From an optimization exercise on the open Yosys and OpenROAD flow, aimed at small area and a short achievable clock period; shortcuts taken in it are not production practice. At most, simulation tests tie the RTL to the original design; equivalence was not proved. Power is estimated from default activity; no workload was simulated.

// TaskInjector
module TaskInjector
#(
    parameter logic [31:0] INJECTOR_ADDRESS = 32'hE0000000,
    parameter              FLIT_SIZE        = 32,
    parameter              INJECT_MAPPER    = 0
)
(
    input  logic                     clk_i,
    input  logic                     rst_ni,
    input  logic                     src_eoa_i,
    input  logic                     src_rx_i,
    output logic                     src_credit_o,
    input  logic [(FLIT_SIZE - 1):0] src_data_i,
    input  logic [15:0]              mapper_address_i,
    output logic                     noc_tx_o,
    output logic                     noc_eop_o,
    input  logic                     noc_credit_i,
    output logic [(FLIT_SIZE - 1):0] noc_data_o,
    input  logic                     noc_rx_i,
    input  logic                     noc_eop_i,
    output logic                     noc_credit_o,
    input  logic [(FLIT_SIZE - 1):0] noc_data_i
);
Size: ~4500 flip-flops, roughly 130000 um2 of cells after synthesis.
Settings: LEC_CHECK=0, ABC_CLOCK_PERIOD_IN_PS=1500, CAP_MARGIN=20, CORE_MARGIN=2, CORE_UTILIZATION=55, CTS_CLUSTER_DIAMETER=60, CTS_CLUSTER_SIZE=25, SETUP_SLACK_MARGIN=2.75, SLEW_MARGIN=20; clock period 5.5 ns.
run.sh (not shown) runs the stock make flow with config.mk's settings and CLKGATE_MAP_FILE= SYNTH_SCRIPT=/design/flow/synth_recipe.tcl, a recipe that flattens the netlist after the stock synthesis.
==> next run, changes <==
--- a/flow/design.v
+++ b/flow/design.v
@@ -358,36 +358,42 @@
         if (ss_q[S_IDLE] || ss_q[S_WAIT_REQ])
             hdr_idx_d = '0;
         else if (accept && !pass_dq)
             hdr_idx_d = hdr_idx + 1'b1;
         else
             hdr_idx_d = hdr_idx;
     end
     logic [17:0] remain, remain_d;
     logic [17:0] remain_dec;
     assign remain_dec = remain - 1'b1;
-    logic [18:0] txt_words_x, task_words_x;
-    logic [17:0] txt_words, task_words;
-    assign txt_words_x  = {txt_sz[17:2], (|txt_sz[1:0])} + {18'd6, (|txt_sz[1:0])};
-    assign task_words_x = {remain, (|data_sz[1:0])} + {data_sz[17:2], (|data_sz[1:0])};
-    assign txt_words    = txt_words_x[18:1];
-    assign task_words   = task_words_x[18:1];
+    logic [18:0] txt_words_x, len_x;
+    logic [17:0] txt_words;
+    logic [17:0] len_q;
+    logic        data_rnd;
+    assign data_rnd    = |data_sz[1:0];
+    assign txt_words_x = {txt_sz[17:2], (|txt_sz[1:0])} + {18'd6, (|txt_sz[1:0])};
+    assign txt_words   = txt_words_x[18:1];
+    assign len_x       = is_q[I_BSS_SZ]
+                       ? {remain, data_rnd} + {data_sz[17:2], data_rnd}
+                       : {remain, 1'b0} + {9'd0, task_cnt, 2'b00};
+    always_ff @(posedge clk_i) begin
+        if (is_q[I_BSS_SZ] || (is_q[I_SEND_DSC] && ss_q[S_IDLE]))
+            len_q <= len_x[18:1];
+    end
     always_comb begin
         remain_d = remain;
         if (is_q[I_HASH])
             remain_d = 18'(data_sz[16:0]) + 18'd7;
-        else if (is_q[I_SEND_DSC] && ss_q[S_IDLE])
-            remain_d = remain + 18'({task_cnt, 1'b0});
         else if (is_q[I_DATA_SZ])
             remain_d = txt_words;
-        else if (is_q[I_BSS_SZ] && src_rx_i)
-            remain_d = task_words;
+        else if (is_q[I_ENTRY] || (is_q[I_SEND_DSC] && ss_q[S_WAIT_REQ]))
+            remain_d = len_q;
         else if (ss_q[S_PACKET] && accept)
             remain_d = remain_dec;
     end
     logic last_d;
     always_comb begin
         if (ss_d[S_DATA_AV] || ss_d[S_REQUEST])
             last_d = (hdr_idx_d == 4'd2);
         else if (is_q[I_SEND_EOA])
             last_d = (hdr_idx_d == 4'd5);
         else if (ss_q[S_PACKET] && accept)
Outcome:
- The new run finished clean
- area after synthesis grows by 2.8%
- global-route usage grows by 0.90 points
- setup slack is worse by 0.16 ns
- final area goes up by 16%
- via count increases by 8.6%
- power increases by 25%
- sequential share of layout area went down by 8.4 points
No run of this note included a check of the RTL's function; only the layout flow was run.

--- another note on this design; it stands on its own ---

==> flow/design.v (excerpt) <==
module TaskInjector
#(
    parameter logic [31:0] INJECTOR_ADDRESS = 32'hE0000000,
    parameter              FLIT_SIZE        = 32,
    parameter              INJECT_MAPPER    = 0
)
(
    input  logic                     clk_i,
    input  logic                     rst_ni,
    input  logic                     src_eoa_i,
    input  logic                     src_rx_i,
    output logic                     src_credit_o,
    input  logic [(FLIT_SIZE - 1):0] src_data_i,
    input  logic [15:0]              mapper_address_i,
    output logic                     noc_tx_o,
    output logic                     noc_eop_o,
    input  logic                     noc_credit_i,
    output logic [(FLIT_SIZE - 1):0] noc_data_o,
    input  logic                     noc_rx_i,
    input  logic                     noc_eop_i,
    output logic                     noc_credit_o,
    input  logic [(FLIT_SIZE - 1):0] noc_data_i
);
    localparam MAX_IN_SIZE = 260;   
    localparam ADDR_FIRST  = 6;     
    localparam N_ADDR      = MAX_IN_SIZE - ADDR_FIRST;
    localparam I_IDLE     = 0;
    localparam I_HASH     = 1;
    localparam I_TASK_CNT = 2;
  ...
Size: about 11000 cells after synthesis, about 120 I/O pins, ~0.13 sq mm of cells after synthesis.
==> flow/config.mk <==
export PLATFORM = sky130hd
export DESIGN_NAME = TaskInjector
export DESIGN_NICKNAME = TaskInjector
export VERILOG_FILES = /design/flow/design.v
export SDC_FILE = /design/flow/constraint.sdc
export NUM_CORES = 4
export LEC_CHECK = 0
export ABC_CLOCK_PERIOD_IN_PS = 1000
export CAP_MARGIN = 20
export CORE_MARGIN = 2
export CORE_UTILIZATION = 70
export CTS_CLUSTER_DIAMETER = 60
export CTS_CLUSTER_SIZE = 25
export SETUP_SLACK_MARGIN = 2.9
export SLEW_MARGIN = 20
export TNS_END_PERCENT = 5
==> flow/constraint.sdc <==
create_clock -name core_clock -period 5.5 [get_ports {clk_i}]
set_input_delay 1.1000 -clock core_clock [delete_from_list [all_inputs] [get_ports {clk_i}]]
set_output_delay 1.1000 -clock core_clock [all_outputs]
set_load 0.01 [all_outputs]
standard.sh (not shown) runs the stock make flow with config.mk's settings and CLKGATE_MAP_FILE= SYNTH_SCRIPT=/design/flow/synth_recipe.tcl, a recipe that flattens the netlist after the stock synthesis.
==> flow/flow/run.sh <==
#!/bin/bash
# The standard layout (standard.sh), unchanged except that the input and
# output port buffers are plain buffers (buf_4) instead of the delay buffer
# that buffer_ports picks on its own. The make output goes to standard_flow.log;
# ORFS keeps each step's log under orfs/logs/.
set -euo pipefail
export BUFFER_PORTS_ARGS="-buffer_cell sky130_fd_sc_hd__buf_4"
bash standard.sh > standard_flow.log 2>&1
==> next run, changes <==
CORE_UTILIZATION = 78   (was 70)
What happened: Synthesized cell count stays the same. Clock power hardly moves. Wire length rises by 14%. Worst setup slack gets worse by 0.19 ns. Power is higher by 0.47%. Die area went down by 10%. Sequential share of layout area is about the same. Combinational power climbs by 3.4%. Register-to-register slack degrades by 0.23 ns.

## re-timing with driven ports
The flow's constraints put no driver on any port. The routed layouts listed below were extracted and timed again, unchanged, in two steps. Step 1 assumes that a clkbuf_16 drives the clock port and a buf_2 every other input. Step 2 also shifts input and output timing later by t, the mid clock arrival at the registers, as if the neighbouring blocks saw the same clock. Three values: ideal ports, drivers, drivers and shift; two values: the first two.
| run | t (ns) | slack for setup (ns) | worst register clock-pin slew, ns |
|---|---|---|---|
| the first run of note 1 | 1.000 | 2.482 / 2.482 / 1.990 | 0.11 / 0.11 |
| the second run of note 1 | 1.006 | 2.324 / 2.324 / 2.323 | 0.11 / 0.11 |
| the first run of note 2 | 0.983 | 2.763 / 2.685 / 2.368 | 0.10 / 0.10 |
| the second run of note 2 | 0.990 | 2.570 / 2.570 / 2.291 | 0.11 / 0.11 |
After both steps setup and hold are still met in every run listed. For the first run of note 1, which loses most, drivers alone change the setup slack by 0.000 ns; drivers and shift together by -0.492 ns.
